Source: an optimization exercise on an open RTL-to-GDS flow (aim: small area, a short achievable clock period and few clock cycles per item). Production flows keep margins and buffers that such runs may drop.
The RTL was checked by simulation tests, not by an equivalence proof against the original design.
Power and IR drop assume default switching activity.

Setup of v56:
==> flow/design.v <==
module multdiv(data_operandA, data_operandB, ctrl_MULT, ctrl_DIV, clock, reset,
               data_result, data_exception, data_resultRDY);
    input [31:0] data_operandA, data_operandB;
    input ctrl_MULT, ctrl_DIV, clock, reset;
    output [31:0] data_result;
    output data_exception, data_resultRDY;
    reg st_first, st_mul, st_div, st_inc, done;
    reg mult, neg, prev, bzero, zres, big;
    reg [4:0] cnt, lB;
    reg [5:0] lA;
    reg [33:0] x, y;
    reg [31:0] z;
    reg s_y, s_2y, sub, cin, azero;
    wire start = ctrl_MULT | ctrl_DIV;
    function [5:0] slen;
        input [31:0] v;
        reg [31:0] hi;
        integer i;
        begin
            hi[31] = 1'b0;
            for (i = 30; i >= 0; i = i - 1)
                hi[i] = hi[i+1] | v[i+1];
            slen = 6'd0;
            for (i = 0; i < 32; i = i + 1)
                slen = slen | ((v[i] & ~hi[i]) ? i + 1 : 0);
        end
    endfunction
    wire sa = data_operandA[31], sb = data_operandB[31];
    wire [30:0] nA = data_operandA[30:0] ^ {31{sa}};
    wire [30:0] nB = data_operandB[30:0] ^ {31{sb}};
    wire [5:0] lA_in = slen((ctrl_DIV & sa) ? {nA, 1'b1} : {1'b0, nA});
    wire [5:0] lB_in = slen({1'b0, nB[30:1], nB[0] | ctrl_DIV});
    wire ys = y[33], zs = z[31];
    wire zlong = mult & ({1'b0, lB} > lA);
    wire bz = ~|z;
    wire [5:0] sdiff = lA - {1'b0, lB};
    wire dzero = bz | sdiff[5];
    wire [4:0] shamt = mult ? 5'd0 : sdiff[4:0];
    wire [33:0] opb = ({34{s_y}} & y) | ({34{s_2y}} & {y[32:0], 1'b0});
    wire [33:0] ax = azero ? 34'd0 : x;
    wire [33:0] sum = ax + (opb ^ {34{sub}}) + {33'd0, cin};
    wire qbit = ~sum[33];
    wire mswap = st_first & zlong;          
    wire dfirst = st_first & ~mult;
    wire mlast = (&z[31:1]) | ~|z[31:1];
    wire dlast = cnt == 5'd0;
    wire [31:0] qf = {z[30:0] ^ {31{neg}}, qbit | neg};
    wire [33:0] zal = {{2{zs}}, z} << shamt;
    wire [33:0] x_nx = (st_div & dlast)    ? {2'b00, qf} : sum;
    wire [33:0] y_nx = start               ? {{2{sa}}, data_operandA} :
                       st_div              ? {ys, y[33:1]} :
                       (dfirst | mswap)    ? zal : {y[31:0], 2'b00};
    wire [31:0] z_nx = (st_div & ~start)   ? {z[30:0], qbit} :
                       start               ? data_operandB :
                       dfirst              ? 32'd0 :
                       mswap               ? y[31:0] : {{2{zs}}, z[31:2]};
    wire prev_nx = ~start & ~mswap & z[1];
    wire z1n = start ? data_operandB[1] : mswap ? y[1] : z[3];
    wire z0n = start ? data_operandB[0] : mswap ? y[0] : z[2];
    wire pn  = ~start & ~mswap & z[1];
    wire d_one = z0n ^ pn;
    wire d_two = (z1n & ~z0n & ~pn) | (~z1n & z0n & pn);
    wire d_neg = z1n & ~(z0n & pn);
    wire dsub = ~(sum[33] ^ ys);            
    wire dmid = st_div & ~dlast & ~start;
    reg s_y_nx, s_2y_nx, sub_nx, cin_nx;
    always @* begin
        if (start & ctrl_DIV) begin          
            s_y_nx = 1'b1; s_2y_nx = 1'b0; sub_nx = sa; cin_nx = sa;
        end else if (dfirst) begin           
            s_y_nx = 1'b1; s_2y_nx = 1'b0; sub_nx = ~zs; cin_nx = ~zs;
        end else if (st_div & dlast) begin   
            s_y_nx = 1'b0; s_2y_nx = 1'b0; sub_nx = 1'b0; cin_nx = 1'b1;
        end else if (st_div) begin
            s_y_nx = 1'b1; s_2y_nx = 1'b0; sub_nx = 1'b0; cin_nx = 1'b0;
        end else begin
            s_y_nx = d_one; s_2y_nx = d_two; sub_nx = d_neg; cin_nx = d_neg;
        end
    end
    always @(posedge clock) begin
        x <= x_nx;
        y <= y_nx;
        z <= z_nx;
        prev <= prev_nx;
        azero <= start | mswap;
        s_y  <= s_y_nx;
        s_2y <= s_2y_nx;
        sub  <= dmid ? dsub : sub_nx;
        cin  <= dmid ? dsub : cin_nx;
        if (start) begin
            mult <= ctrl_MULT;
            neg  <= sa ^ sb;
            lA   <= lA_in;
            lB   <= lB_in[4:0];
        end
        if (st_first) begin
            big   <= (lA + {1'b0, lB}) > 6'd33;
            zres  <= dfirst & dzero;
            bzero <= bz;
            cnt   <= sdiff[4:0];
        end else if (st_div)
            cnt <= cnt - 5'd1;
    end
    always @(posedge clock) begin
        if (reset) begin
            st_first <= 1'b0;
            st_mul   <= 1'b0;
            st_div   <= 1'b0;
            st_inc   <= 1'b0;
            done     <= 1'b0;
        end else begin
            st_first <= start;
            st_mul   <= ~start & ((st_first & mult & (zlong | ~mlast)) | (st_mul & ~mlast));
            st_div   <= ~start & ((dfirst & ~dzero) | (st_div & ~dlast));
            st_inc   <= ~start & st_div & dlast & neg & ~qbit;
            done     <= ~start & ((st_first & mult & ~zlong & mlast) | (st_mul & mlast) |
                                  (dfirst & dzero) | (st_div & dlast & (~neg | qbit)) | st_inc);
        end
    end
    assign data_resultRDY = done;
    assign data_result    = x[31:0] & {32{~zres}};
    assign data_exception = mult ? (big | ~((&x[33:31]) | ~|x[33:31])) : bzero;
endmodule
==> flow/config.mk <==
export PLATFORM = sky130hd
export DESIGN_NAME = multdiv
export DESIGN_NICKNAME = multdiv
export VERILOG_FILES = /design/flow/design.v
export SDC_FILE = /design/flow/constraint.sdc
export NUM_CORES = 4
export LEC_CHECK = 0
export CAP_MARGIN = 20
export CORE_MARGIN = 2
export CORE_UTILIZATION = 40
export CTS_BUF_LIST = sky130_fd_sc_hd__clkbuf_4 sky130_fd_sc_hd__clkbuf_8
export CTS_CLUSTER_SIZE = 24
export SETUP_SLACK_MARGIN = 2.0
export SLEW_MARGIN = 20
==> flow/constraint.sdc <==
create_clock -name core_clock -period 6.0 [get_ports {clock}]
set_input_delay 1.2000 -clock core_clock [delete_from_list [all_inputs] [get_ports {clock}]]
set_output_delay 1.2000 -clock core_clock [all_outputs]
set_load 0.01 [all_outputs]
standard.sh (not shown) runs the stock make flow with config.mk's settings and CLKGATE_MAP_FILE= SYNTH_SCRIPT=/design/flow/synth_recipe.tcl, a recipe that flattens the netlist after the stock synthesis.
==> flow/flow/run.sh <==
#!/bin/bash
# Standard layout, with the ports buffered by a small plain buffer instead
# of the delay cell buffer_ports picks by default.
set -euo pipefail
bash standard.sh "BUFFER_PORTS_ARGS=-buffer_cell sky130_fd_sc_hd__buf_2" finish > standard.log 2>&1
Testbench counts of v56, summed over its fixed seeds: cycles 28,660, ops 3,200.
diff inputs: v56 => v55
- SETUP_SLACK_MARGIN now 2.3, was 2.0
- SLEW_MARGIN now 10, was 20
- CAP_MARGIN now 10, was 20
==> flow/flow/run.sh <==
#!/bin/bash
# Standard layout, with the ports buffered by a small plain buffer instead
# of the delay cell buffer_ports picks by default.
set -euo pipefail
bash standard.sh "BUFFER_PORTS_ARGS=-buffer_cell sky130_fd_sc_hd__buf_1" finish > standard.log 2>&1
==> results.txt <==
Between v56 and v55, the flow reports layout buffer count excluding clock buffers increasing by more than 10%. Compared with v56, v55 shows cell-internal power higher by 1.1%. The routing usage on met3 of v55 and that of v56 are within noise of each other. Worst setup slack, v56 and v55, higher one = v55.
> inputs changed (v55 -> v49)
- CAP_MARGIN: 10 -> 20
- CORE_UTILIZATION: 40 -> 55
- SLEW_MARGIN: 10 -> 20
==> flow/flow/run.sh <==
#!/bin/bash
# Standard layout, with the ports buffered by a small plain buffer instead
# of the delay cell buffer_ports picks by default.
set -euo pipefail
bash standard.sh "BUFFER_PORTS_ARGS=-buffer_cell sky130_fd_sc_hd__buf_2" finish > standard.log 2>&1
### Flow results
Per the final summary, v55 finished and its layout is clean on timing, DRC and antenna. Having completed the whole flow, v49 delivered a layout that passed the timing, design-rule and antenna checks. Cell count: v49 lower than v55. In v49, the per-cell routed wire length came out about 7% above the value in v55. Sort v49 and v55 by area added between synthesis and finish, ascending, and v49 comes first. Diff v55 -> v49: required time at the worst-slack endpoint went up, x dimension of the die now smaller.
Inputs modified between v49 and v36:
- CORE_UTILIZATION now 40, was 55
==> flow/flow/run.sh <==
#!/bin/bash
# Standard layout, with the ports buffered by a small plain buffer instead
# of the delay cell buffer_ports picks by default, and gates off the critical
# paths downsized after global routing.
set -euo pipefail
bash standard.sh "BUFFER_PORTS_ARGS=-buffer_cell sky130_fd_sc_hd__buf_2" \
    "POST_GLOBAL_ROUTE_TCL=$(pwd)/flow/recover.tcl" finish > standard.log 2>&1
==> flow/flow/recover.tcl (new file) <==
# After global routing's timing repair: downsize gates off the critical paths
# while keeping the setup margin the repair aimed for.
global_route -start_incremental
repair_timing -recover_power 100 -setup_margin $::env(SETUP_SLACK_MARGIN) -verbose
detailed_placement
global_route -end_incremental
==> results.txt <==
Changes observed in v36 relative to v49: global placement routability congestion dropped 0.073; number of maximum-capacitance constraint violations climbed 3; count of clock-net buffers in the final layout climbed 2. v36 had finished all stages when the layout checks came back failing, citing max-capacitance violations, max-slew violations. met5 as the highest metal layer used by the detailed router was reported by v36, and met4 by v49. Comparing v49 and v36, setup slack is lower on v36. On total power, v49 and v36 are neck and neck. v36 ended with more post-route cell area than v49. On proportion of layout cells with a drive suffix above 1, the higher figure sits with v49, not v36. v36 ended up with sky130_fd_sc_hd__clkbuf_1 as its highest-delay cell along the critical path; v49 ended up with sky130_fd_sc_hd__o41ai_4.
Relative to v36, the following input files were edited for v13:
- setting GPL_ROUTABILITY_DRIVEN to 0 for the first time
- changing CORE_UTILIZATION from 40 to 55
==> flow/flow/run.sh <==
#!/bin/bash
# Standard layout, with the ports buffered by a small plain buffer instead
# of the delay cell buffer_ports picks by default.
set -euo pipefail
bash standard.sh "BUFFER_PORTS_ARGS=-buffer_cell sky130_fd_sc_hd__buf_2" finish > standard.log 2>&1
removed: flow/flow/recover.tcl
Results
Comparing v13 and v36, the one run not ending clean was v36. Relative to v36, final worst-path cycle share has gone down in v13. When v13 is set beside v36, its non-clock buffer count turns out to be about 3% smaller. When the final numbers for v13 and v36 were put side by side, the first-pass GRT wire length turned out to be greater in v36. Setup slack in v13 is larger than in v36.

==> re-timing with driven ports <==
Ports are ideal in the flow. The routed layouts listed here were re-timed in OpenROAD.
Step 1, drivers: a clkbuf_16 drives clock and a buf_2 each remaining input, both assumed.
Step 2 also shifts input and output timing later by t, the mid clock arrival at the registers, as if the neighbouring blocks saw the same clock.
a / b / c = ideal / step 1 / step 2; a / b = the first two.
run | t (ns) | setup slack, ns | worst setup path after step 2 | clock arrival spread, ns
v56 | 0.505 | 2.145 / 2.145 / 1.817 | input to register | 0.016 / 0.016
v55 | 0.497 | 2.416 / 2.416 / 2.050 | input to register | 0.016 / 0.016
v49 | 0.530 | 2.438 / 2.438 / 2.049 | input to register | 0.024 / 0.024
v36 | 0.506 | 1.510 / 1.510 / 1.071 | input to register | 0.015 / 0.014
v13 | 0.514 | 2.450 / 2.450 / 2.131 | input to register | 0.016 / 0.016
The setup slack of v36, which loses most, moves by 0.000 ns with the drivers and by -0.439 ns with both steps.
